Source: an optimization exercise on an open RTL-to-GDS flow (aim: a short achievable clock period and few clock cycles). Production flows keep margins and buffers that such runs may drop.
The RTL was checked by simulation tests, not by an equivalence proof against the original design.
Power and IR drop assume default switching activity.

## design/flow/design.v

```verilog
module flopr #(parameter WIDTH = 8)
            (input logic clk, reset,
              input logic [WIDTH-1:0] d,
              output logic [WIDTH-1:0] q);
  always_ff @(posedge clk, posedge reset)
    if (reset) q <= 0;
    else q <= d;
endmodule
module flopr2 #(parameter WIDTH = 8)
            (input logic clk, reset,
              input logic [WIDTH-1:0] d0, d1,
              output logic [WIDTH-1:0] q0, q1);
  always_ff @(posedge clk, posedge reset)
    if (reset)
    begin
      q0 <= 0; 
      q1 <= 0;
    end
    else 
    begin
      q0 <= d0;
      q1 <= d1;
    end
endmodule
module floprwithen #(parameter WIDTH = 8)
            (input logic clk, reset, en,
              input logic [WIDTH-1:0] d,
              output logic [WIDTH-1:0] q);
  always_ff @(posedge clk, posedge reset)
    if (reset) q <= 0;
    else if(en) q <= d;
endmodule
module mux2 #(parameter WIDTH = 8)
            (input logic [WIDTH-1:0] d0, d1,
              input logic s,
              output logic [WIDTH-1:0] y);
  assign y = s ? d1 : d0;
endmodule
module mux4 #(parameter WIDTH = 8)
            (input logic [WIDTH-1:0] d0, d1, d2, d3,
              input logic [1:0] s,
              output logic [WIDTH-1:0] y);
  assign y = s[1] ? (s[0] ? d3 : d2) : (s[0] ? d1 : d0);
endmodule
module signext(input logic [15:0] a,
                output logic [31:0] y);
  assign y = {{16{a[15]}}, a};
endmodule
module sl2(input logic [31:0] a,
            output logic [31:0] y);
  assign y = {a[29:0], 2'b00};
endmodule
module alu32(input logic [31:0] A, B,
              input logic [2:0] F,
              output logic [31:0] Y,
              output logic zero);
  always_comb
    case (F[2:0])
      3'b000: Y <= A & B;
      3'b001: Y <= A | B;
      3'b010: Y <= A + B;
      3'b011: Y <= 32'b0;
      3'b100: Y <= A & ~B;
      3'b101: Y <= A | ~B;
      3'b110: Y <= A - B;
      3'b111: Y <= (A < B);
      default: Y <= 32'b0;
    endcase
  assign zero = (Y == 0); 
endmodule
module regfile(input logic clk, 
                input logic we3, 
                input logic [4:0] ra1, ra2, wa3,
                input logic [31:0] wd3, 
                output logic [31:0] rd1, rd2);
  logic [31:0] rf[31:0];
  always_ff @(posedge clk)
    if (we3) rf[wa3] <= wd3;
  assign rd1 = (ra1 != 0) ? rf[ra1] : 0;
  assign rd2 = (ra2 != 0) ? rf[ra2] : 0;
endmodule
module aludec(input logic [5:0] funct,
              input logic [1:0] aluop,
              output logic [2:0] alucontrol);
  always_comb
    case(aluop)
      2'b00: alucontrol <= 3'b010;  
      2'b01: alucontrol <= 3'b110;  
      default: case(funct)  
        6'b100000: alucontrol <= 3'b010;  
        6'b100010: alucontrol <= 3'b110;  
        6'b100100: alucontrol <= 3'b000;  
        6'b100101: alucontrol <= 3'b001;  
        6'b101010: alucontrol <= 3'b111;  
        default: alucontrol <= 3'b010;  
        endcase
    endcase
endmodule
module maindec(input logic clk, reset,
                input logic [5:0] op,
                output logic memtoreg, memwrite,
                output logic branch, alusrca,
                output logic[1:0] alusrcb,
                output logic regdst, regwrite,
                output logic IorD,
                output logic irwrite, pcwrite,
                output logic [1:0] pcsrc, aluop);
  logic [14:0] controls;
  logic [3:0] state, nextstate;
  parameter S0 = 4'b0000;
  parameter S1 = 4'b0001;
  parameter S2 = 4'b0010;
  parameter S3 = 4'b0011;
  parameter S4 = 4'b0100;
  parameter S5 = 4'b0101;
  parameter S6 = 4'b0110;
  parameter S7 = 4'b0111;
  parameter S8 = 4'b1000;
  parameter S9 = 4'b1001;
  parameter S10 = 4'b1010;
  parameter S11 = 4'b1011;
  assign {memtoreg, memwrite, branch, alusrca, alusrcb, regdst, regwrite, IorD, irwrite, pcwrite, pcsrc, aluop} = controls;
  always_ff @(posedge clk, posedge reset)
    if(reset)
      state <= S0;
    else
      state <= nextstate;
  always_comb
    case(state)
      S0: nextstate <= S1;
      S1:
        case(op)
          6'b000000: nextstate <= S6; 
          6'b100011: nextstate <= S2;  
          6'b101011: nextstate <= S2;  
          6'b000100: nextstate <= S8;  
          6'b001000: nextstate <= S9; 
          6'b000010: nextstate <= S11;  
          default:  nextstate <= S0;  
        endcase 
      S2:
      begin
        case(op)
          6'b100011: nextstate <= S3;  
          6'b101011: nextstate <= S5;  
          default:   nextstate <= S0;
        endcase
      end
      S3: nextstate <= S4;  
      S4: nextstate <= S0;  
      S5: nextstate <= S0;  
      S6: nextstate <= S7;  
      S7: nextstate <= S0;  
      S8: nextstate <= S0;  
      S9: nextstate <= S10;  
      S10: nextstate <= S0;  
      S11: nextstate <= S0;  
      default: nextstate <= S0;
    endcase 
  always_comb
    begin
      case(state) 
	      S0: controls <= 15'b000_001_000_110_000;   
	      S1: controls <= 15'b000_011_000_000_000; 
	      S2: controls <= 15'b000_110_000_000_000;
	      S3: controls <= 15'b000_000_001_000_000;
	      S4: controls <= 15'b100_000_010_000_000;
	      S5: controls <= 15'b010_000_001_000_000;
	      S6: controls <= 15'b000_100_000_000_010;
	      S7: controls <= 15'b000_000_110_000_000;
	      S8: controls <= 15'b001_100_000_000_101;
	      S9: controls <= 15'b000_110_000_000_000;
	      S10: controls <= 15'b000_000_010_000_000;
	      S11: controls <= 15'b000_110_000_011_000;
	      default: controls <= 15'b000_001_000_110_000;
      endcase 
    end
endmodule
module controller(input logic clk, reset,
                  input logic [5:0] op, funct,  
                  input logic zero, 
                  output logic memtoreg, memwrite,
                  output logic alusrca,
                  output logic [1:0] alusrcb, pcsrc,
                  output logic regdst, regwrite,
                  output logic [2:0] alucontrol,
                  output logic IorD, irwrite,
                  output logic pcen);  
  logic [1:0] aluop;
  logic branch;  
  logic pcwrite;
  maindec md(clk, reset, op, memtoreg, memwrite, branch, alusrca, alusrcb, regdst, regwrite, IorD, irwrite, pcwrite, pcsrc, aluop);
  aludec ad(funct, aluop, alucontrol);
  logic pand;
  assign pand = branch && zero;
  assign pcen = pcwrite || pand;
endmodule
module datapath(input logic clk, reset,
                input logic memtoreg, 
                input logic [1:0] pcsrc,
                input logic alusrca,
                input logic [1:0] alusrcb,
                input logic regdst, regwrite,
                input logic [2:0] alucontrol,
                output logic zero,
                output logic [31:0] pc,
                input logic [31:0] readdata,
                output logic [31:0] adr, writedata,
                output logic [31:0] instr,
                input logic IorD,
                input logic irwrite,
                input logic pcen); 
  logic [31:0] pcnext;
  logic [31:0] signimm, signimmsh;
  logic [31:0] srca, srcb;
  logic [31:0] aluresult, aluout;
  logic [31:0] data;
  logic [31:0] jump;
  logic [4:0] a3;
  logic [31:0] rd1, rd2, a, b, wd3;
  floprwithen #(32) pcreg(clk, reset, pcen, pcnext, pc);
  sl2 sigjump({6'b0,instr[25:0]}, jump);
  mux4 #(32) pcmux(aluresult, aluout, {pc[31:28],jump[27:0]}, aluresult, pcsrc, pcnext);
  mux2 #(32) memmux(pc, aluout, IorD, adr);
  floprwithen #(32) ireg(clk, reset, irwrite, readdata, instr);
  flopr #(32) datareg(clk, reset, readdata, data); 
  mux2 #(5) a3mux(instr[20:16], instr[15:11], regdst, a3);
  mux2 #(32) wd3mux(aluout, data, memtoreg, wd3);
  regfile rf(clk, regwrite, instr[25:21], instr[20:16], a3, wd3, rd1, rd2);
  flopr2 #(32) aandbreg(clk, reset, rd1, rd2, a, writedata);    
  signext se(instr[15:0], signimm);
  mux2 #(32) srcamux(pc, a, alusrca, srca);
  sl2 signimml2(signimm, signimmsh);
  mux4 #(32) srcbmux(writedata, 32'b100, signimm, signimmsh, alusrcb, srcb);
  alu32 alu(srca, srcb, alucontrol, aluresult, zero);
  flopr #(32) resultreg(clk, reset, aluresult, aluout);
endmodule
module mips(input logic clk, reset,
            output logic memwrite,
            output logic [31:0] adr, writedata,
            input logic [31:0] readdata);
  logic [31:0] pc;         
  logic [31:0] adr_q;      
  logic        p_mode;     
  logic [13:2] pf;         
  logic [13:2] hw;         
  logic        p_fill;     
  logic [31:0] p_ins, p_pc;
  logic        d_valid, d_v1, d_fill;
  logic [31:0] d_instr, d_ins1, d_pc, d_pc4;
  logic        e_rw, e_lw, e_sw, e_beq, e_sub, e_and, e_or, e_slt;
  logic [4:0]  e_rd;
  logic [31:0] e_a, e_b, e_imm, e_bt;
  logic        e_rw1, e_sub1, e_and1, e_or1, e_slt1, e_lw1, e_sw1;
  logic [4:0]  e_rd1;
  logic [31:0] e_a1, e_b1, e_imm1;
  logic [2:0]  e_sa, e_sb, e_sa1, e_sb1;
  logic        e_imm0, e_useimm1;
  logic [2:0]  e_sst, e_sst1;             
  logic        m_rw, m_lw, m_sw, m_mem, m_rw1, m_lw1;
  logic        m_taken;                 
  logic [31:0] m_bt;
  logic [CN-1:0] m_bt_oh;
  logic [4:0]  m_rd, m_rd1;
  logic [31:0] m_res, m_b, m_res1;
  assign adr       = adr_q;
  assign writedata = m_b;
  assign memwrite  = m_sw;
  localparam int CB = 6;           
  localparam int CN = 1 << CB;
  logic [31:0] c_data [0:CN-1];
  logic [13-CB-2:0] c_tag  [0:CN-1];
  logic [CN-1:0] c_valid;
  logic [CN-1:0] c_redir;            
  logic [13:2] c_tgt  [0:CN-1];
  logic [CN-1:0] c_skip;             
  logic [13-CB-2:0] c_stag [0:CN-1]; 
  logic [13:2] c_stgt [0:CN-1];
  logic [CN-1:0] c_pair;             
  logic [13-CB-2:0] c_ptag [0:CN-1]; 
  logic        c_hit, f_ok, f_redir, f_j, f_skip, f_pair;
  logic [31:0] pc4, pc8, f_ins, f_tgt, npc;
  logic [CN-1:0]    oh, oh1, npc_oh, e_bt_oh;
  logic [31:0]      r_data, n_data;
  logic [13:2]      r_tgt, r_stgt, n_stgt;
  logic             r_hit, r_redir, r_skip, r_pair, n_hit, n_skip;
  assign oh1 = {oh[CN-2:0], oh[CN-1]};
  always_comb begin
    r_tgt = '0; r_stgt = '0; n_stgt = '0;
    r_hit = 1'b0; r_redir = 1'b0; r_skip = 1'b0; r_pair = 1'b0; n_hit = 1'b0; n_skip = 1'b0;
    for (int i = 0; i < CN; i++) begin
      r_tgt   = r_tgt   | ({12{oh[i]}} & c_tgt[i]);
      r_stgt  = r_stgt  | ({12{oh[i]}} & c_stgt[i]);
      r_hit   = r_hit   | (oh[i] & c_valid[i] & (c_tag[i] == pc[13:CB+2]));
      r_redir = r_redir | (oh[i] & c_redir[i]);
      r_skip  = r_skip  | (oh[i] & c_skip[i] & (c_stag[i] == pc[13:CB+2]));
      r_pair  = r_pair  | (oh[i] & c_pair[i] & (c_ptag[i] == pc[13:CB+2]));
      n_hit   = n_hit   | (oh1[i] & c_valid[i] & (c_tag[i] == pc[13:CB+2]));
      n_skip  = n_skip  | (oh1[i] & c_skip[i] & (c_stag[i] == pc[13:CB+2]));
      n_stgt  = n_stgt  | ({12{oh1[i]}} & c_stgt[i]);
    end
  end
  logic [CB-1:0] cidx1;
  assign cidx1  = pc[CB+1:2] + 1'b1;
  assign r_data = c_data[pc[CB+1:2]];
  assign n_data = c_data[cidx1];
  assign c_hit = r_hit & (pc[31:14] == 18'd0);
  assign f_ok  = ~m_mem & ~p_mode | c_hit;
  assign f_ins = (m_mem | p_mode) ? r_data : readdata;
  assign pc4   = pc + 32'd4;
  assign pc8   = pc + 32'd8;
  assign f_j   = (readdata[31:26] == 6'b000010);
  assign f_redir = c_hit ? r_redir : f_j;
  assign f_tgt   = c_hit ? {18'd0, r_tgt, 2'b00} : {pc4[31:28], readdata[25:0], 2'b00};
  assign f_skip  = c_hit & r_skip;
  assign f_pair = c_hit & n_hit & ~oh[CN-1] & r_pair;
  function automatic logic [CN-1:0] dec(input logic [CB-1:0] a);
    dec = '0;
    dec[a] = 1'b1;
  endfunction
  localparam int PFWIN = 32;      
  logic        pf_want, pref_next;
  logic [13:2] pf_d;
  assign pf_d      = pf - hw;
  assign pf_want   = (pf_d != 12'd0) & (pf_d <= 12'(PFWIN)) & (pf != pc4[13:2]);
  logic        fl_en, fl_j, fl_rng;
  logic [31:0] fl_ins, fl_pc;
  logic [13:2] fl_tgt;
  logic        fl_redir;
  logic        q_en, q_redir, q_pen;
  logic [31:0] q_ins;
  logic [13:2] q_pc, q_prev, q_tgt;
  logic        a_en;
  logic [31:0] a_ins, a_pc, a_bt;
  logic [31:0] d_bt;
  always_ff @(posedge clk) begin
    a_ins <= p_fill ? p_ins : d_instr;
    a_pc  <= p_fill ? p_pc : d_pc;
    a_bt  <= p_fill ? p_pc + 32'd4 + {{14{p_ins[15]}}, p_ins[15:0], 2'b00} : d_bt;
  end
  assign fl_en   = a_en;
  assign fl_ins  = a_ins;
  assign fl_pc   = a_pc;
  assign fl_j    = (fl_ins[31:26] == 6'b000010);
  assign fl_tgt  = fl_j ? fl_ins[11:0] : a_bt[13:2];
  assign fl_rng  = fl_j ? (fl_ins[25:12] == 14'd0) : (a_bt[31:14] == 18'd0);
  assign fl_redir = (fl_j | ((fl_ins[31:26] == 6'b000100) &
                             ((fl_ins[25:21] == fl_ins[20:16]) | (fl_ins[15:0] == 16'd0))))
                    & fl_rng;
  logic        lf_valid, lf_pairs, lf_alu;
  logic        pp_en;                  
  logic [13:2] pp_pc;
  logic [13:2] lf_pc;
  logic [31:0] lf_ins;
  logic [4:0]  lf_dst, q_dst;
  logic        q_alu, q_r, q_mem, q_sw;
  assign lf_alu = (lf_ins[31:26] == 6'b000000) | (lf_ins[31:26] == 6'b001000);
  assign lf_dst = (lf_ins[31:26] == 6'b000000) ? lf_ins[15:11] :
                  ((lf_ins[31:26] == 6'b001000) | (lf_ins[31:26] == 6'b100011)) ? lf_ins[20:16] :
                  5'd0;
  assign q_r    = (q_ins[31:26] == 6'b000000);
  assign q_alu  = q_r | (q_ins[31:26] == 6'b001000);
  assign q_sw   = (q_ins[31:26] == 6'b101011);
  assign q_mem  = q_sw | (q_ins[31:26] == 6'b100011);
  assign q_dst  = q_r ? q_ins[15:11] : q_sw ? 5'd0 : q_ins[20:16];
  assign lf_pairs = lf_valid & (q_pc == lf_pc + 12'd1) & (lf_pc[CB+1:2] != {CB{1'b1}}) &
                    (q_alu | (q_mem & lf_alu)) &
                    ((lf_dst == 5'd0) |
                     ((lf_dst != q_ins[25:21]) & (~(q_r | q_sw) | (lf_dst != q_ins[20:16])) &
                      (lf_dst != q_dst)));
  logic [5:0]  op, funct, funct1;
  logic [4:0]  rs, rt, rdf, dest, rs1, rt1, dest1;
  logic        is_r, is_addi, is_lw, is_sw, is_beq, uses_rt, is_r1, is_lw1, is_sw1, uses_rt1;
  logic [31:0] simm, simm1, ra, rb, ra1, rb1;
  logic        stall;
  assign op    = d_instr[31:26];
  assign rs    = d_instr[25:21];
  assign rt    = d_instr[20:16];
  assign rdf   = d_instr[15:11];
  assign funct = d_instr[5:0];
  assign is_r    = (op == 6'b000000);
  assign is_addi = (op == 6'b001000);
  assign is_lw   = (op == 6'b100011);
  assign is_sw   = (op == 6'b101011);
  assign is_beq  = (op == 6'b000100);
  assign uses_rt = is_r | is_sw | is_beq;
  assign dest    = is_r ? rdf : rt;
  assign simm    = {{16{d_instr[15]}}, d_instr[15:0]};
  assign d_bt    = d_pc4 + {simm[29:0], 2'b00};
  assign rs1    = d_ins1[25:21];
  assign rt1    = d_ins1[20:16];
  assign funct1 = d_ins1[5:0];
  assign is_r1  = (d_ins1[31:26] == 6'b000000);
  assign is_lw1 = (d_ins1[31:26] == 6'b100011);
  assign is_sw1 = (d_ins1[31:26] == 6'b101011);
  assign uses_rt1 = is_r1 | is_sw1;
  assign dest1  = is_r1 ? d_ins1[15:11] : rt1;
  assign simm1  = {{16{d_ins1[15]}}, d_ins1[15:0]};
  logic [31:0] rf [1:31];
  logic [31:0] m_val, m_val1;
  assign m_val  = m_lw  ? readdata : m_res;
  assign m_val1 = m_lw1 ? readdata : m_res1;
  always_ff @(posedge clk) begin
    if (m_rw)  rf[m_rd]  <= m_val;
    if (m_rw1) rf[m_rd1] <= m_val1;
  end
  function automatic logic [31:0] rdreg(input logic [4:0] r);
    rdreg = (r == 5'd0) ? 32'd0 :
            (m_rw1 && m_rd1 == r) ? m_val1 :
            (m_rw && m_rd == r) ? m_val : rf[r];
  endfunction
  assign ra  = rdreg(rs);
  assign rb  = rdreg(rt);
  assign ra1 = rdreg(rs1);
  assign rb1 = rdreg(rt1);
  function automatic logic [2:0] fwd(input logic [4:0] r);
    logic m0, m1;
    m0 = e_rw  & (e_rd  == r);
    m1 = e_rw1 & (e_rd1 == r);
    fwd = {~m0 & ~m1, m1, m0};
  endfunction
  logic [2:0] sa, sb, sa1, sb1;
  assign sa  = fwd(rs);
  assign sb  = fwd(rt);
  assign sa1 = fwd(rs1);
  assign sb1 = fwd(rt1);
  function automatic logic needs(input logic [4:0] r);
    needs = (d_valid & ((r == rs) | (uses_rt & (r == rt)))) |
            (d_v1 & ((r == rs1) | (uses_rt1 & (r == rt1))));
  endfunction
  logic base_busy;
  assign base_busy = (d_valid & (is_lw | is_sw) & ((e_rw & (e_rd == rs)) | (e_rw1 & (e_rd1 == rs)))) |
                     (d_v1 & (is_lw1 | is_sw1) & ((e_rw & (e_rd == rs1)) | (e_rw1 & (e_rd1 == rs1))));
  assign stall = (e_lw & needs(e_rd)) | (e_lw1 & needs(e_rd1)) | base_busy;
  function automatic logic [31:0] pick(input logic [2:0] s, input logic [31:0] own);
    pick = ({32{s[0]}} & m_res) | ({32{s[1]}} & m_res1) | ({32{s[2]}} & own);
  endfunction
  function automatic logic [31:0] pickb(input logic [2:0] s, input logic [31:0] own,
                                        input logic sub);
    pickb = ({32{s[0]}} & (m_res ^ {32{sub}})) | ({32{s[1]}} & (m_res1 ^ {32{sub}})) |
            ({32{s[2]}} & own);
  endfunction
  function automatic logic [32:0] ksadd(input logic [31:0] a, input logic [31:0] b,
                                        input logic cin);
    logic [32:0] g, p, g2, p2;
    g = {a & b, cin};
    p = {a ^ b, 1'b0};
    for (int d = 1; d < 33; d = d * 2) begin
      g2 = g;
      p2 = p;
      for (int i = d; i < 33; i++) begin
        g2[i] = g[i] | (p[i] & g[i-d]);
        p2[i] = p[i] & p[i-d];
      end
      g = g2;
      p = p2;
    end
    ksadd = {g[32], (a ^ b) ^ g[31:0]};
  endfunction
  logic [31:0] fa, fb, srcb, sum, res;
  logic [32:0] add0;
  logic        cout, taken;
  assign fa   = pick(e_sa, e_a);
  assign fb   = pick(e_sb, e_b);
  assign srcb = pickb(e_imm0 ? 3'b100 : e_sb, e_imm0 ? e_imm : (e_b ^ {32{e_sub}}), e_sub);
  assign add0 = ksadd(fa, srcb, e_sub);
  assign sum  = add0[31:0];
  assign cout = add0[32];
  always_comb
    if (e_and)      res = fa & fb;
    else if (e_or)  res = fa | fb;
    else if (e_slt) res = {31'd0, ~cout};
    else            res = sum;
  assign taken = e_beq & (fa == fb);
  logic [31:0] agu0, agu1;
  assign agu0 = ksadd(e_a, e_imm, 1'b0);
  assign agu1 = ksadd(e_a1, e_imm1, 1'b0);
  logic [31:0] fa1, fb1, srcb1, res1;
  logic [32:0] add1;
  assign fa1   = pick(e_sa1, e_a1);
  assign fb1   = pick(e_sb1, e_b1);
  assign srcb1 = pickb(e_useimm1 ? 3'b100 : e_sb1, e_useimm1 ? e_imm1 : (e_b1 ^ {32{e_sub1}}),
                       e_sub1);
  assign add1  = ksadd(fa1, srcb1, e_sub1);
  always_comb
    if (e_and1)      res1 = fa1 & fb1;
    else if (e_or1)  res1 = fa1 | fb1;
    else if (e_slt1) res1 = {31'd0, ~add1[32]};
    else             res1 = add1[31:0];
  logic id_rw, id_rw1;
  assign id_rw   = d_valid & (is_r | is_addi | is_lw) & (dest != 5'd0);
  assign id_rw1  = d_v1 & ~is_sw1 & (dest1 != 5'd0);
  logic [31:0]   npc_c, npc_m;
  logic [CN-1:0] npc_c_oh, npc_m_oh;
  logic          pair_ok;
  assign pair_ok = r_pair & n_hit & ~oh[CN-1];
  always_comb
    if (r_redir) begin
      npc_c = {18'd0, r_tgt, 2'b00};   npc_c_oh = dec(r_tgt[CB+1:2]);
    end else if (r_skip) begin
      npc_c = {18'd0, r_stgt, 2'b00};  npc_c_oh = dec(r_stgt[CB+1:2]);
    end else if (pair_ok & n_skip) begin
      npc_c = {18'd0, n_stgt, 2'b00};  npc_c_oh = dec(n_stgt[CB+1:2]);
    end else if (pair_ok) begin
      npc_c = pc8;  npc_c_oh = {oh[CN-3:0], oh[CN-1:CN-2]};
    end else begin
      npc_c = pc4;  npc_c_oh = oh1;
    end
  always_comb
    if (m_mem | p_mode) begin           
      npc_m = pc;   npc_m_oh = oh;
    end else if (f_j) begin
      npc_m = {pc4[31:28], readdata[25:0], 2'b00};  npc_m_oh = dec(readdata[CB-1:0]);
    end else begin
      npc_m = pc4;  npc_m_oh = oh1;
    end
  always_comb
    if (m_taken) begin
      npc = m_bt;   npc_oh = m_bt_oh;
    end else if (stall) begin
      npc = pc;     npc_oh = oh;
    end else if (c_hit) begin
      npc = npc_c;  npc_oh = npc_c_oh;
    end else begin
      npc = npc_m;  npc_oh = npc_m_oh;
    end
  assign pref_next = ~(e_lw | e_sw | e_lw1 | e_sw1) & ~m_taken & c_hit & pf_want;
  always_ff @(posedge clk, posedge reset)
    if (reset) begin
      pc      <= 32'd0;
      oh      <= CN'(1);
      p_mode  <= 1'b0;
      p_fill  <= 1'b0;
      pf      <= 12'd0;
      hw      <= 12'd0;
      d_valid <= 1'b0;
      d_v1    <= 1'b0;
      d_fill  <= 1'b0;
      e_rw    <= 1'b0;
      e_lw    <= 1'b0;
      e_sw    <= 1'b0;
      e_beq   <= 1'b0;
      e_rw1   <= 1'b0;
      e_lw1   <= 1'b0;
      e_sw1   <= 1'b0;
      m_rw    <= 1'b0;
      m_lw    <= 1'b0;
      m_mem   <= 1'b0;
      m_rw1   <= 1'b0;
      m_taken <= 1'b0;
      c_valid <= '0;
      c_skip  <= '0;
      c_pair  <= '0;
      lf_valid <= 1'b0;
      pp_en   <= 1'b0;
      a_en    <= 1'b0;
      q_en    <= 1'b0;
      q_pen   <= 1'b0;
    end else begin
      pc     <= npc;
      oh     <= npc_oh;
      p_mode <= pref_next;
      p_fill <= p_mode;
      if (pc[13:2] > hw || pc[13:2] + 12'(CN) < hw) hw <= pc[13:2];
      if (~pf_want)       pf <= hw + 12'd1;
      else if (pref_next) pf <= pf + 12'd1;
      if (m_taken) begin
        d_valid <= 1'b0;
        d_v1    <= 1'b0;
        d_fill  <= 1'b0;
      end else if (stall) begin
        d_fill  <= 1'b0;
      end else begin
        d_valid <= f_ok & ~f_redir;
        d_v1    <= f_ok & ~f_redir & ~f_skip & f_pair;
        d_fill  <= ~m_mem & ~p_mode & ~c_hit;
      end
      if (m_taken | stall) begin
        e_rw  <= 1'b0;
        e_lw  <= 1'b0;
        e_sw  <= 1'b0;
        e_beq <= 1'b0;
        e_rw1 <= 1'b0;
        e_lw1 <= 1'b0;
        e_sw1 <= 1'b0;
      end else begin
        e_rw  <= id_rw;
        e_lw  <= id_rw & is_lw;
        e_sw  <= d_valid & is_sw;
        e_beq <= d_valid & is_beq;
        e_rw1 <= id_rw1;
        e_lw1 <= id_rw1 & is_lw1;
        e_sw1 <= d_v1 & is_sw1;
      end
      m_rw    <= e_rw & ~m_taken;
      m_lw    <= e_lw & ~m_taken;
      m_mem   <= (e_lw | e_sw | e_lw1 | e_sw1) & ~m_taken;
      m_rw1   <= e_rw1 & ~taken & ~m_taken;
      m_taken <= taken & ~m_taken;
      a_en    <= p_fill ? (p_pc[31:14] == 18'd0) : (d_fill & (d_pc[31:14] == 18'd0));
      q_en    <= fl_en;
      q_pen   <= fl_en & fl_redir & (fl_pc[13:2] != 12'd0);
      if (q_en)
        c_valid[q_pc[CB+1:2]] <= 1'b1;
      if (q_pen)
        c_skip[q_prev[CB+1:2]] <= 1'b1;
      if (q_en)
        lf_valid <= 1'b1;
      pp_en <= q_en & lf_pairs;
      if (pp_en)
        c_pair[pp_pc[CB+1:2]] <= 1'b1;
    end
  always_ff @(posedge clk) begin
    adr_q <= ((e_lw | e_sw) & ~m_taken & ~reset) ? agu0 :
             ((e_lw1 | e_sw1) & ~m_taken & ~reset) ? agu1 :
             reset ? 32'd0 : pref_next ? {18'd0, pf, 2'b00} : npc;
    m_sw  <= (e_sw | e_sw1) & ~m_taken & ~reset;
  end
  always_ff @(posedge clk) begin
    q_ins   <= fl_ins;
    q_pc    <= fl_pc[13:2];
    q_prev  <= fl_pc[13:2] - 12'd1;
    q_tgt   <= fl_tgt;
    q_redir <= fl_redir;
    if (q_en) begin
      c_data[q_pc[CB+1:2]]  <= q_ins;
      c_tag[q_pc[CB+1:2]]   <= q_pc[13:CB+2];
      c_redir[q_pc[CB+1:2]] <= q_redir;
      c_tgt[q_pc[CB+1:2]]   <= q_tgt;
    end
    if (q_pen) begin
      c_stag[q_prev[CB+1:2]] <= q_prev[13:CB+2];
      c_stgt[q_prev[CB+1:2]] <= q_tgt;
    end
    if (q_en) begin
      lf_pc  <= q_pc;
      lf_ins <= q_ins;
    end
    pp_pc <= lf_pc;
    if (pp_en)
      c_ptag[pp_pc[CB+1:2]] <= pp_pc[13:CB+2];
  end
  always_ff @(posedge clk)
    if (p_mode) begin
      p_ins <= readdata;
      p_pc  <= adr_q;
    end
  always_ff @(posedge clk) begin
    if (!stall) begin
      d_instr <= f_ins;
      d_ins1  <= n_data;
      d_pc    <= pc;
      d_pc4   <= pc4;
    end
    if (!stall) begin
      e_rd      <= dest;
      e_sub     <= is_r ? (funct[1] | funct[3]) : is_beq;
      e_and     <= is_r & funct[2] & ~funct[0];
      e_or      <= is_r & funct[2] & funct[0];
      e_slt     <= is_r & ~funct[2] & funct[3];
      e_imm0    <= ~is_r;
      e_a       <= ra;
      e_b       <= rb;
      e_imm     <= simm;
      e_bt      <= d_bt;
      e_bt_oh   <= dec(d_bt[CB+1:2]);
      e_sa      <= sa;
      e_sb      <= sb;
      e_sst     <= sb & {3{is_sw}};
      e_rd1     <= dest1;
      e_sub1    <= is_r1 & (funct1[1] | funct1[3]);
      e_and1    <= is_r1 & funct1[2] & ~funct1[0];
      e_or1     <= is_r1 & funct1[2] & funct1[0];
      e_slt1    <= is_r1 & ~funct1[2] & funct1[3];
      e_useimm1 <= ~is_r1;
      e_a1      <= ra1;
      e_b1      <= rb1;
      e_imm1    <= simm1;
      e_sa1     <= sa1;
      e_sb1     <= sb1;
      e_sst1    <= sb1 & {3{is_sw1}};
    end
    m_rd   <= e_rd;
    m_bt   <= e_bt;
    m_bt_oh <= e_bt_oh;
    m_res  <= res;
    m_b    <= e_sw1 ? pick(e_sst1, e_b1) : pick(e_sst, e_b);
    m_lw1  <= e_lw1;
    m_rd1  <= e_rd1;
    m_res1 <= res1;
  end
endmodule
```

## design/flow/flow/fastroute.tcl

```tcl
# Global routing capacity: met1 and met2 are derated more than the upper
# layers, so that global routing moves wiring up and detailed routing has room
# for pin access on met1.
set_global_routing_layer_adjustment met1 0.45
set_global_routing_layer_adjustment met2 0.35
set_global_routing_layer_adjustment met3-met5 0.2
set_routing_layers -clock met3-met5
set_routing_layers -signal met1-met5
```

## design/flow/constraint.sdc

```tcl
create_clock -name core_clock -period 11.0 [get_ports {clk}]
set_input_delay 2.2000 -clock core_clock [delete_from_list [all_inputs] [get_ports {clk}]]
set_output_delay 2.2000 -clock core_clock [all_outputs]
set_load 0.01 [all_outputs]
```

## design/flow/standard.sh

```bash
#!/bin/bash
# synth_recipe.tcl (not shown) runs the flow's synth.tcl, then flattens the netlist and writes it again
# the make line also repeats each setting of config.mk as NAME=value (left out here)
make -C /OpenROAD-flow-scripts/flow DESIGN_CONFIG=/design/flow/config.mk WORK_HOME=/design/flow/orfs CLKGATE_MAP_FILE= SYNTH_SCRIPT=/design/flow/synth_recipe.tcl "${@:-finish}"
```

## design/flow/flow/run.sh

```bash
#!/bin/bash
set -euo pipefail
bash standard.sh SETUP_SLACK_MARGIN=7.2 FASTROUTE_TCL="$PWD/flow/fastroute.tcl" finish > standard_flow.log 2>&1
```

## design/flow/config.mk

```make
export PLATFORM = sky130hd
export DESIGN_NAME = mips
export DESIGN_NICKNAME = mips
export VERILOG_FILES = /design/flow/design.v
export SDC_FILE = /design/flow/constraint.sdc
export NUM_CORES = 4
export LEC_CHECK = 0
export ABC_CLOCK_PERIOD_IN_PS = 3000
export CAP_MARGIN = 20
export CELL_PAD_IN_SITES_DETAIL_PLACEMENT = 1
export CELL_PAD_IN_SITES_GLOBAL_PLACEMENT = 1
export CORE_MARGIN = 2
export CORE_UTILIZATION = 40
export PLACE_DENSITY = 0.55
export SLEW_MARGIN = 20
```

==> impl_metrics.csv, run 1 <==
group,metric,value,unit
place,io_buffers,98,
timing,relSlewSlack,-8.07,%
power_and_ir_drop,p_sw_share,42.8,%
synth,synth-edff-count,6302,
outcome,status,"finished with violations",
cts,cts_tree,"yes",
grt,grt_pass1_vias,269992,
critical_path,cp-end-kind,"register",
drt,route.vias.total,262792,
grt,antenna_found_initial,292,
drt,vias_per_cell,6.95,
floorplanning,std_cell_rows,342,
timing,skew,0.0826,ns
grt,grt_max_degree,145,
floorplanning,die_area,0.877,mm^2
drt,route.detailed.drc,0,
finish,finalInstanceArea,0.417,mm^2
synth,syn_avg_cell_area,14.4,um^2
finish,n_fill_cell,83649,
power_and_ir_drop,p_leak,140,nW
synth,yosysSeqAreaShare,59.1,%
synth,yosysMostFrequentCell,"edfxtp_1",
drt,firstDrtPassIters,10,
timing,fmax,201,MHz
cts,htree_num_levels,6,
critical_path,crit_type,"reg -> reg",
timing,rsz0062_at_grt,"true",
synth,synthArstFlopShare,4.75,%
synth,synth_ff_type,"edfxtp_1",
place,dp_hpwl,1110,mm
finish,final_util,48.1,%
drt,antenna_left,0,
cts,clk_path_buf_depth,4,
cts,clk_latency,1.24,ns
power_and_ir_drop,p_comb_share,48.4,%
timing,finalCritPeriodShare,45.1,%
power_and_ir_drop,power.internal,70.4,mW
place,placed_area,0.366,mm^2
worst_hold_path,hp-class,"reg -> reg",
cts,holdBufCountCts,0,
synth,yosys-top-cells-area,"edfxtp_1, mux4_2, dfrtp_1",
finish,seqCellArea,0.206,mm^2
floorplanning,die_w,936,um
place,gp_congestion,1.02,
critical_path,worstPathRequired,12.11,ns
timing,worst_pin_slew,1.62,ns
outcome,so_faults,"max-capacitance violations, max-slew violations",
synth,yosys_warnings,1,
timing,whs,0.322,ns
critical_path,startpoint_type,"register",
drt,wl_per_cell,49.4,um
cts,clockRootBuffer,"clkbuf_16",
synth,synth_cell_types,118,
synth,synth_cells,24173,
synth,synth_top_area_share,54.4,%
timing,setup_viol,0,
drt,first_iter_violations,26264,
cts,numCtsBuffers,790,
grt,overflow,0,
drt,drt-total-wl,1870,mm
floorplanning,initial_core_util,40.1,%
finish,syn_to_final_growth,19.9,%
cts,clkSinkCount,7027,
grt,grt_util_all_layers,49.3,%
power_and_ir_drop,seqPwrFrac,29.6,%
critical_path,path_max_fanout,8,
synth,synthTopCellsByCount,"edfxtp_1, mux4_2, nor2_1, a21oi_1, clkbuf_1",
floorplanning,io_pins,99,
timing,fin_crit,4.96,ns
grt,grt_pass1_wl,2450,mm
finish,finalNetCount,25522,
timing,slew_viol_final,14,
synth,yosysTopAreaCell,"edfxtp_1",
floorplanning,die-height,936,um
floorplanning,core_area,0.867,mm^2
finish,drive_gt1_share,27.6,%
synth,synth_nets,24540,
power_and_ir_drop,p_per_area,296,mW/mm^2
timing,finalHoldViolations,0,
synth,ys_ff_latch,7027,
job,max_cap_violations,1,
timing,tns,0,ns
power_and_ir_drop,pwr-share-clk,21.9,%
power_and_ir_drop,p_switching,52.8,mW
finish,multi_input_area,0.140,mm^2
critical_path,crit_arrival,6.07,ns
power_and_ir_drop,ir_drop,0.227,mV
synth,syn_area,0.348,mm^2
cts,path_clk_slew,0.07,ns
## cells in the final DEF, fill, tap and decap left out, types with 542 or more instances in the layout
master,instances
xnor2_1,761
nor2_1,1764
edfxtp_1,6302
mux2i_1,616
xor2_1,738
buf_4,1327
a221oi_1,781
mux4_2,1981
clkbuf_16,866
nand2_1,631
a21oi_1,1498
o21ai_0,542
## worst paths after layout
kind / end / start / slack [ns] / depth (start not counted)
worst max-delay path: oh[35] / pc[10] / 6.04 / 19
max in group asynchronous: c_pair[9] / reset / 7.60 / 6
min in group asynchronous: pc[5] / reset / 1.69 / 4
worst max register to register: oh[35] / pc[10] / 6.04 / 19
worst min-delay path: m_bt[11] / e_bt[11] / 0.32 / 0
worst min register to register: m_bt[11] / e_bt[11] / 0.32 / 0
## stage by stage
step	cells	power, mW	setup WS [ns]
2_1_floorplan	24173	62.7	2.39
3_3_place_gp	34752	84.5	3.86
3_5_place_dp	34765	84.9	3.86
4_1_cts	37008	118	6.32
5_1_grt	37548	126	6.05
6_report	37795	123	6.04
## area by class of cell
class | instances | share of cell area, %
sequential | 7027 | 49.4
tap | 11524 | 3.46
clock inverter | 436 | 0.998
multi-input combinational | 14752 | 33.7
timing repair buffer | 2256 | 6.66
clock buffer | 1041 | 5.17
antenna | 431 | 0.259
inverter | 328 | 0.313
## per-layer routing
metal | vias to the layer above | part of all wire, % | GRT usage [%]
met4 | 308 | 10 | 38.0
met2 | 20231 | 38 | 63.7
met5 | - | 0.57 | 9.30
met3 | 7669 | 17 | 32.8
met1 | 134663 | 34 | 63.0
li1 | 99921 | - | -
## cell families after synthesis
family	synth area share, %
buffers and inverters	2.92
adders and majority gates	1.21
DFF	59.1
AOI/OAI and AO/OA	11.0
and+or+nand+nor	5.88
muxes	16.0
xor gates and xnor gates	3.90
## worst max-delay path, stage by stage (launching register included)
cell	delay, ns
dfrtp_4	0.66
buf_12	0.25
buf_16	0.19
buf_4	0.14
xor2_2	0.14
nor3_2	0.08
nand4_1	0.12
nand4_1	0.22
a2111o_1	0.40
or4b_4	0.57
o21ai_4	0.20
buf_12	0.26
buf_16	0.19
buf_8	0.12
nor2_8	0.04
buf_12	0.16
a222oi_1	0.41
o31ai_1	0.15
a221oi_1	0.30
o31ai_1	0.10
## power groups by stage
| stage | Sequential, mW | Clock [mW] | Combinational, mW |
|---|---|---|---|
| after global routing | 36.4 | 28.0 | 61.1 |
| after global placement | 37.2 | 0 | 47.3 |
| after detailed placement | 37.2 | 0 | 47.6 |
| after floorplan | 34.4 | 0 | 28.3 |
| after CTS | 36.2 | 27.1 | 55.2 |
| final | 36.5 | 27.0 | 59.7 |
## registers in the layout (all words and copies together) (netlist names), 64 cells and up
name / count
c_tgt: 768
c_data: 2048
c_stgt: 768
c_valid: 64
c_pair: 64
c_ptag: 384
rf: 992
m_bt_oh: 64
c_redir: 64
oh: 64
c_stag: 384
e_bt_oh: 64
c_tag: 384
c_skip: 64
## timing repair
item,4_1_cts,5_1_grt
gates cloned,175,63
setup endpoints to repair,2087,914
setup buffers,591,280
pin swaps,359,345
gates resized for setup,1767,597
Testbench counts, summed over its fixed seeds: cycles 40,246.
==> inputs of run 2 (changes only) <==
==> design/flow/flow/fastroute.tcl (replaced) <==
# Global routing: signals on met2-met5 (met1 is left to pin access),
# clock on met3-met5.
set_global_routing_layer_adjustment met2-met5 0.2
set_routing_layers -clock met3-met5
set_routing_layers -signal met2-met5
--- a/design/flow/config.mk
+++ b/design/flow/config.mk
@@ -11,5 +11,6 @@
 export CELL_PAD_IN_SITES_GLOBAL_PLACEMENT = 1
 export CORE_MARGIN = 2
 export CORE_UTILIZATION = 40
+export MIN_ROUTING_LAYER = met2
 export PLACE_DENSITY = 0.55
 export SLEW_MARGIN = 20
==> impl_metrics.csv, run 2 <==
group,metric,value,unit
cts,clockRootBuffer,"clkbuf_16",
synth,synthTopCellsByCount,"edfxtp_1, mux4_2, nor2_1, a21oi_1, clkbuf_1",
grt,grt_util_all_layers,73.9,%
cts,clk_path_buf_depth,4,
place,placed_area,0.367,mm^2
cts,htree_num_levels,6,
synth,yosysTopAreaCell,"edfxtp_1",
floorplanning,io_pins,99,
synth,yosys-top-cells-area,"edfxtp_1, mux4_2, dfrtp_1",
floorplanning,die_w,936,um
grt,grt_pass1_vias,403376,
synth,synth_ff_type,"edfxtp_1",
synth,yosysMostFrequentCell,"edfxtp_1",
synth,synth_top_area_share,54.4,%
synth,syn_avg_cell_area,14.4,um^2
cts,numCtsBuffers,795,
synth,ys_ff_latch,7027,
grt,grt_pass1_wl,2980,mm
grt,overflow,196,
synth,synthArstFlopShare,4.75,%
floorplanning,die-height,936,um
place,dp_hpwl,1210,mm
outcome,error,"[ERROR GRT-0116] Global routing finished with congestion. Check the congestion regions in the DRC Viewer.",
synth,synth_cell_types,118,
synth,syn_area,0.348,mm^2
floorplanning,std_cell_rows,342,
place,io_buffers,98,
synth,yosys_warnings,1,
place,gp_congestion,1.10,
outcome,status,"stopped before the end",
synth,synth-edff-count,6302,
synth,synth_nets,24540,
grt,grt_max_degree,115,
cts,clkSinkCount,7027,
floorplanning,initial_core_util,40.1,%
outcome,stop_stage,"global routing",
cts,holdBufCountCts,0,
synth,yosysSeqAreaShare,59.1,%
synth,synth_cells,24173,
[run 2: routing by layer]
| metal | global-route usage, % | GRT overflow |
|---|---|---|
| met4 | 51.4 | 18 |
| met2 | 78.0 | 4 |
| met5 | 60.6 | 28 |
| met3 | 84.2 | 146 |
| met1 | - | - |
[run 2: worst max-delay path by stage]
stage | from | to | slack, ns | cells past startpoint
after CTS | e_sb[0] | m_res[31] | 6.26 | 18
after detailed placement | pc[12] | oh[34] | 3.79 | 17
after global placement | pc[12] | oh[34] | 3.44 | 16
after floorplan | reset | adr_q[12] | 2.39 | 4
[run 2: power groups by stage]
stage	Combinational, mW	Clock, mW	Sequential (mW)
2_1_floorplan	28.3	0	34.4
3_3_place_gp	49.2	0	37.1
3_5_place_dp	49.4	0	37.1
4_1_cts	57.5	27.7	36.1
[run 2: stage by stage]
stage	worst slack [ns]	std cells	utilization (%)	power, mW
after floorplan	2.39	24173	-	62.7
after global placement	3.44	34881	42.3	86.3
after detailed placement	3.79	34885	42.3	86.5
after CTS	6.26	37183	47.5	121
[run 2: cells by family after synthesis]
group,share of synthesized area (%)
adders and majority gates,1.21
and+or+nand+nor,5.88
xor gates and xnor gates,3.90
buffers and inverters,2.92
DFF,59.1
muxes,16.0
AOI/OAI and AO/OA,11.0
[run 2: timing repair]
item | CTS
cloned | 186
resized for setup | 2081
buffers inserted | 611
pin swaps | 391
setup endpoints to repair | 2275
==> inputs of run 3 (changes only) <==
--- a/design/flow/design.v
+++ b/design/flow/design.v
@@ -527,8 +527,6 @@
   assign pref_next = ~(e_lw | e_sw | e_lw1 | e_sw1) & ~m_taken & c_hit & pf_want;
   always_ff @(posedge clk, posedge reset)
     if (reset) begin
-      pc      <= 32'd0;
-      oh      <= CN'(1);
       p_mode  <= 1'b0;
       p_fill  <= 1'b0;
       pf      <= 12'd0;
@@ -557,8 +555,6 @@
       q_en    <= 1'b0;
       q_pen   <= 1'b0;
     end else begin
-      pc     <= npc;
-      oh     <= npc_oh;
       p_mode <= pref_next;
       p_fill <= p_mode;
       if (pc[13:2] > hw || pc[13:2] + 12'(CN) < hw) hw <= pc[13:2];
@@ -611,6 +607,8 @@
         c_pair[pp_pc[CB+1:2]] <= 1'b1;
     end
   always_ff @(posedge clk) begin
+    pc    <= reset ? 32'd0 : npc;
+    oh    <= reset ? CN'(1) : npc_oh;
     adr_q <= ((e_lw | e_sw) & ~m_taken & ~reset) ? agu0 :
              ((e_lw1 | e_sw1) & ~m_taken & ~reset) ? agu1 :
              reset ? 32'd0 : pref_next ? {18'd0, pf, 2'b00} : npc;
==> design/flow/flow/run.sh (replaced) <==
#!/bin/bash
set -euo pipefail
bash standard.sh SETUP_SLACK_MARGIN=7.2 SKIP_GATE_CLONING=1 FASTROUTE_TCL="$PWD/flow/fastroute.tcl" finish > standard_flow.log 2>&1
==> design/flow/flow/fastroute.tcl (replaced) <==
# Global routing capacity: met1 and met2 are derated more than the upper
# layers, so that global routing moves wiring up and detailed routing has room
# for pin access on met1.
set_global_routing_layer_adjustment met1 0.45
set_global_routing_layer_adjustment met2 0.35
set_global_routing_layer_adjustment met3-met5 0.2
set_routing_layers -clock met3-met5
set_routing_layers -signal met1-met5
--- a/design/flow/config.mk
+++ b/design/flow/config.mk
@@ -6,11 +6,10 @@
 export NUM_CORES = 4
 export LEC_CHECK = 0
 export ABC_CLOCK_PERIOD_IN_PS = 3000
-export CAP_MARGIN = 20
+export CAP_MARGIN = 30
 export CELL_PAD_IN_SITES_DETAIL_PLACEMENT = 1
 export CELL_PAD_IN_SITES_GLOBAL_PLACEMENT = 1
 export CORE_MARGIN = 2
 export CORE_UTILIZATION = 40
-export MIN_ROUTING_LAYER = met2
 export PLACE_DENSITY = 0.55
-export SLEW_MARGIN = 20
+export SLEW_MARGIN = 30
==> impl_metrics.csv, run 3 <==
group,metric,value,unit
floorplanning,die-height,937,um
synth,yosys-top-cells-area,"edfxtp_1, mux4_2, dfxtp_1",
floorplanning,initial_core_util,40.1,%
place,gp_congestion,1.01,
synth,syn_avg_cell_area,14.2,um^2
floorplanning,std_cell_rows,342,
floorplanning,die_w,937,um
place,dp_hpwl,1140,mm
synth,syn_area,0.348,mm^2
synth,yosysSeqAreaShare,58.8,%
grt,grt_max_degree,123,
synth,synth_compound_area_share,11.1,%
synth,synthArstFlopShare,3.39,%
synth,synth_top_area_share,54.3,%
synth,yosysTopAreaCell,"edfxtp_1",
place,dp.cells,35173,
synth,synthAdderAreaFrac,1.21,%
synth,synth-simple-area-share,6.31,%
place,io_buffers,98,
synth,synth_nets,24938,
synth,synth_cell_types,112,
synth,yosysMostFrequentCell,"edfxtp_1",
synth,ys_ff_latch,7027,
outcome,error,"[ERROR GRT-0229] Vertical edge usage exceeds the maximum allowed. (128, 28) usage=65535 limit=2200",
synth,synth_ff_type,"edfxtp_1",
synth,synth_cells,24571,
synth,synth-edff-count,6302,
cts,clockRootBuffer,"clkbuf_16",
synth,synth_top_family_by_area,"multiplexers",
cts,clkSinkCount,7027,
cts,clk_path_buf_depth,4,
outcome,status,"stopped before the end",
outcome,stop_stage,"global routing",
cts,numCtsBuffers,788,
place,placed_area,0.368,mm^2
synth,synthTopCellsByCount,"edfxtp_1, nor2_1, mux4_2, a21oi_1, clkbuf_1",
synth,yosys.area_share.xor_xnor,3.85,%
floorplanning,io_pins,99,
cts,htree_num_levels,6,
synth,yosys_warnings,1,
synth,synthMuxAreaShare,15.8,%
==> run 3: cell count changes after synthesis, moves of 52 or more <==
cell and delta:
nor2_1 +81, a31oi_1 +67, nor3_1 +54, a22oi_1 -101, o211ai_1 +54, nand3_1 +98, dfxtp_1 +96, nand2_1 +91
dfrtp_1 -95, a211oi_1 +58, a222oi_1 -52
==> run 3: through the flow <==
stage | hold WS (ns) | setup WS (ns) | util [%]
3_5_place_dp | 0.328 | 4.39 | 42.4
2_1_floorplan | 0.323 | 7.04 | -
4_1_cts | 0.317 | 6.72 | 47.5
3_3_place_gp | 0.324 | 4.19 | 42.3
==> run 3: logic make-up after synthesis <==
kind of cell | count (synthesis)
DFF | 7027
AOI/OAI and AO/OA | 5549
and+or+nand+nor | 4700
muxes | 3003
buffers and inverters | 2427
xor gates and xnor gates | 1532
adders and majority gates | 333
==> run 3: timing repair <==
action | in CTS
setup buffers | 900
endpoints found under the hold margin | 0
setup endpoints to repair | 1954
hold buffers | 0
gates resized for setup | 2031
pin swaps | 447
==> run 3: power groups by stage <==
stage	combinational, mW	sequential, mW	clock, mW
after CTS	40.3	35.5	27.4
after detailed placement	35.7	36.2	0
after global placement	35.3	36.2	0
after floorplan	20.4	34.6	0
==> run 3: how the worst min path moves through the flow <==
stage,depth (start not counted),start,end
floorplan,0,e_bt[0],m_bt[0]
global placement,0,e_bt_oh[9],m_bt_oh[9]
CTS,0,e_bt[5],m_bt[5]
detailed placement,0,e_bt[23],m_bt[23]
Testbench counts of run 3, summed over its fixed seeds: cycles 40,246.
==> inputs of run 4 (changes only) <==
--- a/design/flow/config.mk
+++ b/design/flow/config.mk
@@ -6,10 +6,10 @@
 export NUM_CORES = 4
 export LEC_CHECK = 0
 export ABC_CLOCK_PERIOD_IN_PS = 3000
-export CAP_MARGIN = 30
+export CAP_MARGIN = 25
 export CELL_PAD_IN_SITES_DETAIL_PLACEMENT = 1
 export CELL_PAD_IN_SITES_GLOBAL_PLACEMENT = 1
 export CORE_MARGIN = 2
 export CORE_UTILIZATION = 40
 export PLACE_DENSITY = 0.55
-export SLEW_MARGIN = 30
+export SLEW_MARGIN = 25
==> impl_metrics.csv, run 4 <==
group,metric,value,unit
floorplanning,io_pins,99,
critical_path,reg2reg_from,"pc[8]",
finish,finalNetCount,25910,
finish,n_fill_cell,83599,
finish,largest_reg_flops,2048,
floorplanning,std_cell_rows,342,
critical_path,crit_type,"reg -> reg",
timing,finalHoldViolations,0,
grt,antenna_found_initial,288,
synth,yosysMostFrequentCell,"edfxtp_1",
place,io_buffers,98,
timing,slew_viol_final,6,
place,dp_hpwl,1140,mm
synth,synth-edff-count,6302,
power_and_ir_drop,p_per_area,254,mW/mm^2
synth,synth_cells,24571,
drt,vias_per_cell,6.93,
critical_path,crit_chain,"buf_12 -> buf_12 -> buf_16 -> buf_16 -> buf_4 -> xor2_1 -> nor4_1 -> a22oi_1 -> and3_1 -> nand4_4 -> buf_6 -> buf_4 -> o21ai_1 -> buf_6 -> nand3b_1 -> buf_4 -> o221a_2 -> a211oi_1 -> o21a_1",
critical_path,startpoint_type,"register",
synth,synth_top_area_share,54.3,%
finish,drive_gt1_share,27.8,%
synth,yosys_warnings,1,
synth,yosys-top-cells-area,"edfxtp_1, mux4_2, dfxtp_1",
place,gp_congestion,1.01,
critical_path,startpoint,"pc[8]",
cts,clk_path_buf_depth,4,
finish,layout_common_cells,"edfxtp_1, mux4_2, nor2_1",
grt,grt_util_all_layers,50.3,%
timing,finalCritPeriodShare,41.3,%
finish,multi_input_area,0.142,mm^2
power_and_ir_drop,p_leak,140,nW
finish,final_common_cell,"edfxtp_1",
power_and_ir_drop,p_comb_share,40.4,%
critical_path,crit_top_cell,"buf_4",
drt,wl_per_cell,49.7,um
drt,route.vias.total,263907,
power_and_ir_drop,ir_drop,0.207,mV
power_and_ir_drop,pwr-share-clk,25.8,%
power_and_ir_drop,power.internal,63.4,mW
synth,synthTopCellsByCount,"edfxtp_1, nor2_1, mux4_2, a21oi_1, clkbuf_1",
timing,worst_pin_slew,1.52,ns
critical_path,cpMaxStageDelayCell,"nor4_1",
cts,clk_latency,1.23,ns
floorplanning,die_area,0.878,mm^2
cts,numCtsBuffers,790,
drt,firstDrtPassIters,12,
power_and_ir_drop,p_sw_share,40.1,%
worst_hold_path,hp-start,"e_bt[18]",
worst_hold_path,hp-class,"reg -> reg",
synth,yosysSeqAreaShare,58.8,%
timing,setup_viol,0,
timing,fin_crit,4.55,ns
timing,tns,0,ns
timing,fmax,220,MHz
cts,clkSinkCount,7027,
cts,htree_num_levels,6,
outcome,so_faults,"max-capacitance violations",
job,max_cap_violations,1,
drt,drt-total-wl,1890,mm
synth,syn_area,0.348,mm^2
timing,relSlewSlack,-2.22,%
synth,synthArstFlopShare,3.39,%
critical_path,crit_family,"buffers and inverters",
grt,grt_pass1_vias,273295,
grt,grt_max_degree,123,
critical_path,crit_arrival,5.69,ns
critical_path,path_max_fanout,11,
critical_path,cp-end-kind,"register",
synth,yosysTopAreaCell,"edfxtp_1",
floorplanning,die-height,937,um
floorplanning,initial_core_util,40.1,%
floorplanning,die_w,937,um
power_and_ir_drop,p_switching,42.5,mW
synth,synth_cell_types,112,
power_and_ir_drop,seqPwrFrac,33.8,%
synth,synth_ff_type,"edfxtp_1",
drt,first_iter_violations,25491,
cts,clockRootBuffer,"clkbuf_16",
timing,fin_ws,6.45,ns
grt,overflow,0,
critical_path,max_stage_delay,0.66,ns
synth,ys_ff_latch,7027,
place,post-place-ws,4.37,ns
finish,syn_to_final_growth,19.8,%
timing,skew,0.0715,ns
timing,rsz0062_at_grt,"true",
critical_path,worst-path-buf-inv,9,
cts,cts_tree,"yes",
drt,antenna_left,0,
outcome,status,"finished with violations",
synth,synth_nets,24938,
floorplanning,core_area,0.868,mm^2
drt,route.detailed.drc,0,
grt,grt_pass1_wl,2490,mm
cts,path_clk_slew,0.07,ns
synth,syn_avg_cell_area,14.2,um^2
finish,seqCellArea,0.206,mm^2
cts,holdBufCountCts,0,
critical_path,worstPathRequired,12.14,ns
==> run 4: cell counts after synthesis <==
Identical to the previous run, type by type.
==> run 4: final timing paths <==
kind | end | cells after the start | slack, ns
setup reg to reg | oh[35] | 19 | 6.45
setup / recovery | oh[35] | 19 | 6.45
hold / removal | m_bt[18] | 0 | 0.32
max in group asynchronous | c_valid[1] | 5 | 7.21
hold reg to reg | m_bt[18] | 0 | 0.32
min in group asynchronous | p_fill | 3 | 1.50
==> run 4: metrics by stage <==
stage               instances  instance area (um^2)  utilization (%)  power (mW)  hold WS [ns]
CTS                     37505                411000             47.4         103         0.327
detailed placement      35154                367000             42.3        71.9         0.328
finish                  38089                417000             48.1         106         0.319
floorplan               24571                349000                -        54.9         0.323
global placement        35147                367000             42.3        71.5         0.324
global route            37906                417000             48.0         108         0.330
==> run 4: kinds of logic (layout without fill, tap and decap cells) <==
kind of cell             Yosys count  in the layout  share of synthesized area (%)
multiplexers                    3003           3003                           15.8
AND/OR/NAND/NOR                 4700           4700                           6.31
other                              0            339                              0
buffers and inverters           2427           4082                           2.88
AO/OA/AOI/OAI                   5549           5549                           11.1
XOR/XNOR                        1532           1532                           3.85
flip-flops                      7027           7027                           58.8
adder cells (fa/ha/maj)          333            333                           1.21
==> run 4: what timing repair did <==
item                                    4_1_cts  5_1_grt
resized for setup                          2020      515
endpoints found under the setup margin     2034      972
pin swaps                                   484      305
cloned                                        0        0
setup buffers                               876      235
==> run 4: cell type report <==
type                            count  area share, %
Clock buffer                     1005           5.10
Tap cell                        11524           3.46
Antenna cell                      339          0.203
Clock inverter                    470           1.17
Timing Repair Buffer             2310           6.44
Inverter                          297          0.286
Sequential cell                  7027           49.3
Multi-Input combinational cell  15117           34.1
==> run 4: per-layer routing <==
metal / vias to the layer above / wire length, um / track usage (%)
met1: 135455 / 637000 / 63.9
li1: 101049 / - / -
met5: - / 11000 / 8.30
met2: 19850 / 718000 / 64.2
met4: 321 / 192000 / 39.0
met3: 7232 / 337000 / 34.6
==> run 4: power groups by stage <==
stage / Clock, mW / Sequential [mW] / Combinational, mW
6_report: 27.3 / 35.7 / 42.8
5_1_grt: 28.4 / 35.8 / 44.1
4_1_cts: 27.5 / 35.5 / 40.1
3_5_place_dp: 0 / 36.3 / 35.6
3_3_place_gp: 0 / 36.2 / 35.3
2_1_floorplan: 0 / 34.6 / 20.4
==> inputs of run 5 (changes only) <==
==> design/flow/flow/run.sh (replaced) <==
#!/bin/bash
# The standard layout (standard synthesis, floorplan, placement, CTS,
# routing) with changes to how it is made, not to what it lays out: timing
# repair does not clone gates, and global routing derates met1/met2 more
# (flow/fastroute.tcl). The clock period and constraints are unchanged.
set -euo pipefail
bash standard.sh SKIP_GATE_CLONING=1 FASTROUTE_TCL="$PWD/flow/fastroute.tcl" finish > standard_flow.log 2>&1
--- a/design/flow/config.mk
+++ b/design/flow/config.mk
@@ -6,10 +6,11 @@
 export NUM_CORES = 4
 export LEC_CHECK = 0
 export ABC_CLOCK_PERIOD_IN_PS = 3000
-export CAP_MARGIN = 25
+export CAP_MARGIN = 30
 export CELL_PAD_IN_SITES_DETAIL_PLACEMENT = 1
 export CELL_PAD_IN_SITES_GLOBAL_PLACEMENT = 1
 export CORE_MARGIN = 2
 export CORE_UTILIZATION = 40
 export PLACE_DENSITY = 0.55
-export SLEW_MARGIN = 25
+export SETUP_SLACK_MARGIN = 5
+export SLEW_MARGIN = 30
==> impl_metrics.csv, run 5 <==
group,metric,value,unit
outcome,status,"finished with violations",
outcome,so_faults,"antenna violations",
finish,layout_common_cells,"edfxtp_1, mux4_2, nor2_1",
critical_path,crit_arrival,7.19,ns
place,dp.cells,35200,
grt,grt_pass1_wl,2390,mm
finish,final_common_cell,"edfxtp_1",
grt,grt_max_degree,129,
finish,largest_reg_flops,2048,
grt,overflow,0,
critical_path,path_max_fanout,57,
cts,clockRootBuffer,"clkbuf_16",
finish,drive_gt1_share,21.5,%
place,gp_congestion,1.00,
timing,skew,0.0788,ns
synth,synth-edff-count,6302,
grt,grt_util_all_layers,48.0,%
finish,syn_to_final_growth,13.8,%
synth,syn_area,0.348,mm^2
power_and_ir_drop,ir_drop,0.223,mV
drt,route.vias.total,255279,
drt,firstDrtPassIters,9,
synth,yosys-top-cells-area,"edfxtp_1, mux4_2, dfxtp_1",
cts,path_clk_slew,0.06,ns
critical_path,max_stage_delay,0.80,ns
floorplanning,die_w,937,um
cts,clk_path_buf_depth,4,
drt,antenna_left,2,
critical_path,cp-end-kind,"register",
synth,yosysTopAreaCell,"edfxtp_1",
power_and_ir_drop,p_per_area,255,mW/mm^2
drt,vias_per_cell,6.89,
drt,drt-total-wl,1800,mm
cts,clk_latency,1.24,ns
timing,relSlewSlack,21.9,%
floorplanning,die_area,0.878,mm^2
grt,antenna_found_initial,309,
drt,wl_per_cell,48.5,um
floorplanning,io_pins,99,
synth,synth_cells,24571,
floorplanning,core_area,0.868,mm^2
cts,holdBufCountCts,0,
synth,synth_ff_type,"edfxtp_1",
cts,numCtsBuffers,794,
worst_hold_path,hp-class,"reg -> reg",
floorplanning,std_cell_rows,342,
timing,slew_viol_final,0,
timing,tns,0,ns
synth,yosysSeqAreaShare,58.8,%
timing,fmax,165,MHz
power_and_ir_drop,p_total,101,mW
synth,synth_cell_types,112,
drt,first_iter_violations,24223,
drt,route.detailed.drc,0,
timing,rsz0062_at_grt,"true",
finish,n_fill_cell,84763,
synth,ys_ff_latch,7027,
synth,yosysMostFrequentCell,"edfxtp_1",
timing,finalCritPeriodShare,55.1,%
place,dp_hpwl,1150,mm
synth,synthArstFlopShare,3.39,%
synth,yosys_warnings,1,
cts,htree_num_levels,6,
floorplanning,die-height,937,um
critical_path,cpMaxStageDelayCell,"or4_1",
critical_path,crit_type,"reg -> reg",
cts,clkSinkCount,7027,
floorplanning,initial_core_util,40.1,%
place,io_buffers,98,
finish,final_util,45.7,%
timing,worst_pin_slew,1.17,ns
critical_path,worstPathRequired,12.13,ns
critical_path,crit_chain,"buf_16 -> buf_12 -> xnor2_1 -> and2_1 -> and4_1 -> a21oi_1 -> nand4_1 -> or4_1 -> o21ai_4 -> buf_6 -> nor2_1 -> o221ai_1 -> a31oi_1 -> a221oi_1",
synth,synth_nets,24938,
synth,syn_avg_cell_area,14.2,um^2
power_and_ir_drop,p_leak,131,nW
finish,final_cells,37054,
cts,cts_tree,"yes",
synth,synth_top_area_share,54.3,%
job,max_cap_violations,0,
timing,finalHoldViolations,0,
timing,setup_viol,0,
finish,finalNetCount,24867,
timing,fin_crit,6.07,ns
critical_path,startpoint_type,"register",
synth,synthTopCellsByCount,"edfxtp_1, nor2_1, mux4_2, a21oi_1, clkbuf_1",
grt,grt_pass1_vias,264101,
-- run 5: cell counts after synthesis --
Identical to the previous run, type by type.
-- run 5: layout make-up --
| type | count | area, um^2 | share of cell area, % |
|---|---|---|---|
| sequential | 7027 | 205000 | 51.8 |
| tap | 11524 | 14400 | 3.64 |
| antenna | 347 | 868 | 0.219 |
| multi-input combinational | 15117 | 137000 | 34.6 |
| timing repair buffer | 1263 | 11400 | 2.87 |
| clock buffer | 1039 | 21600 | 5.44 |
| clock inverter | 440 | 4560 | 1.15 |
| inverter | 297 | 1140 | 0.288 |
-- run 5: cells by family (layout without fill, tap and decap cells) --
kind of cell | after synthesis | after routing | synth area share (%)
AO/OA/AOI/OAI | 5549 | 5549 | 11.1
other | 0 | 347 | 0
XOR/XNOR | 1532 | 1532 | 3.85
AND/OR/NAND/NOR | 4700 | 4700 | 6.31
buffers and inverters | 2427 | 3039 | 2.88
flip-flops | 7027 | 7027 | 58.8
multiplexers | 3003 | 3003 | 15.8
adder cells (fa/ha/maj) | 333 | 333 | 1.21
-- run 5: where the power goes --
group / leakage (nW) / switching, mW / internal (mW)
sequential: 65.1 / 3.02 / 32.8
combinational: 52.7 / 25.3 / 12.4
clock: 12.7 / 11.9 / 15.5
-- run 5: timing repair --
| action | CTS | global route |
|---|---|---|
| setup endpoints to repair | 103 | 62 |
| gates resized for setup | 17 | 20 |
| buffers inserted | 1 | 0 |
-- run 5: per-stage QoR --
stage               instance area (um^2)  worst slack (ns)  hold slack [ns]
finish                            396000              4.93            0.326
global route                      396000              4.98            0.340
CTS                               395000              4.90            0.322
detailed placement                368000              4.43            0.328
global placement                  367000              4.01            0.324
floorplan                         348000              5.22            0.323
-- run 5: routing by layer --
layer | track usage, % | part of all wire, %
met1 | 62.4 | 35
met2 | 63.1 | 39
met3 | 30.2 | 16
met4 | 37.0 | 9.7
met5 | 5.46 | 0.35
-- run 5: worst paths after layout --
check / startpoint / end / slack [ns] / cells after the start
setup / recovery: pc[10] / adr_q[1] / 4.93 / 14
hold / removal: e_bt[24] / m_bt[24] / 0.33 / 0
setup reg to reg: pc[10] / adr_q[1] / 4.93 / 14
hold reg to reg: e_bt[24] / m_bt[24] / 0.33 / 0
max in group asynchronous: reset / c_valid[56] / 6.89 / 5
min in group asynchronous: reset / pf[4] / 1.13 / 2
-- run 5: worst max-delay path: cells and delay by family, from the launching register on --
family	cells	cell delay, ns
DFF	1	0.58
xor gates and xnor gates	1	0.14
and+or+nand+nor	5	1.66
AOI/OAI and AO/OA	5	2.08
buffers and inverters	3	1.25

## afterwards: timing with drivers on the ports
In the flow no input, the clock included, has a driving cell. The finished layouts below were timed again as built, in two steps.
Step 1 assumes that a clkbuf_16 drives the clock port and a buf_2 every other input.
Step 2 moves the port delays by t, midway between the first and last clock arrival at a register: inputs arrive t later, outputs are due t later. That takes back most of the time a late clock gives input paths.
Three values: ideal ports, drivers, drivers and shift; two values: the first two.
| run | shift t [ns] | slack for setup (ns) | clock arrival spread, ns | worst slew at a driven data input, ns |
|---|---|---|---|---|
| run 1 | 1.351 | 6.036 / 6.036 / 5.298 | 0.106 / 0.105 | 0.27 |
| run 4 | 1.343 | 6.452 / 6.452 / 5.359 | 0.093 / 0.093 | 0.20 |
| run 5 | 1.372 | 4.935 / 4.935 / 4.935 | 0.094 / 0.094 | 0.21 |
For run 4, which loses most, drivers alone change the setup slack by 0.000 ns; drivers and shift together by -1.093 ns.
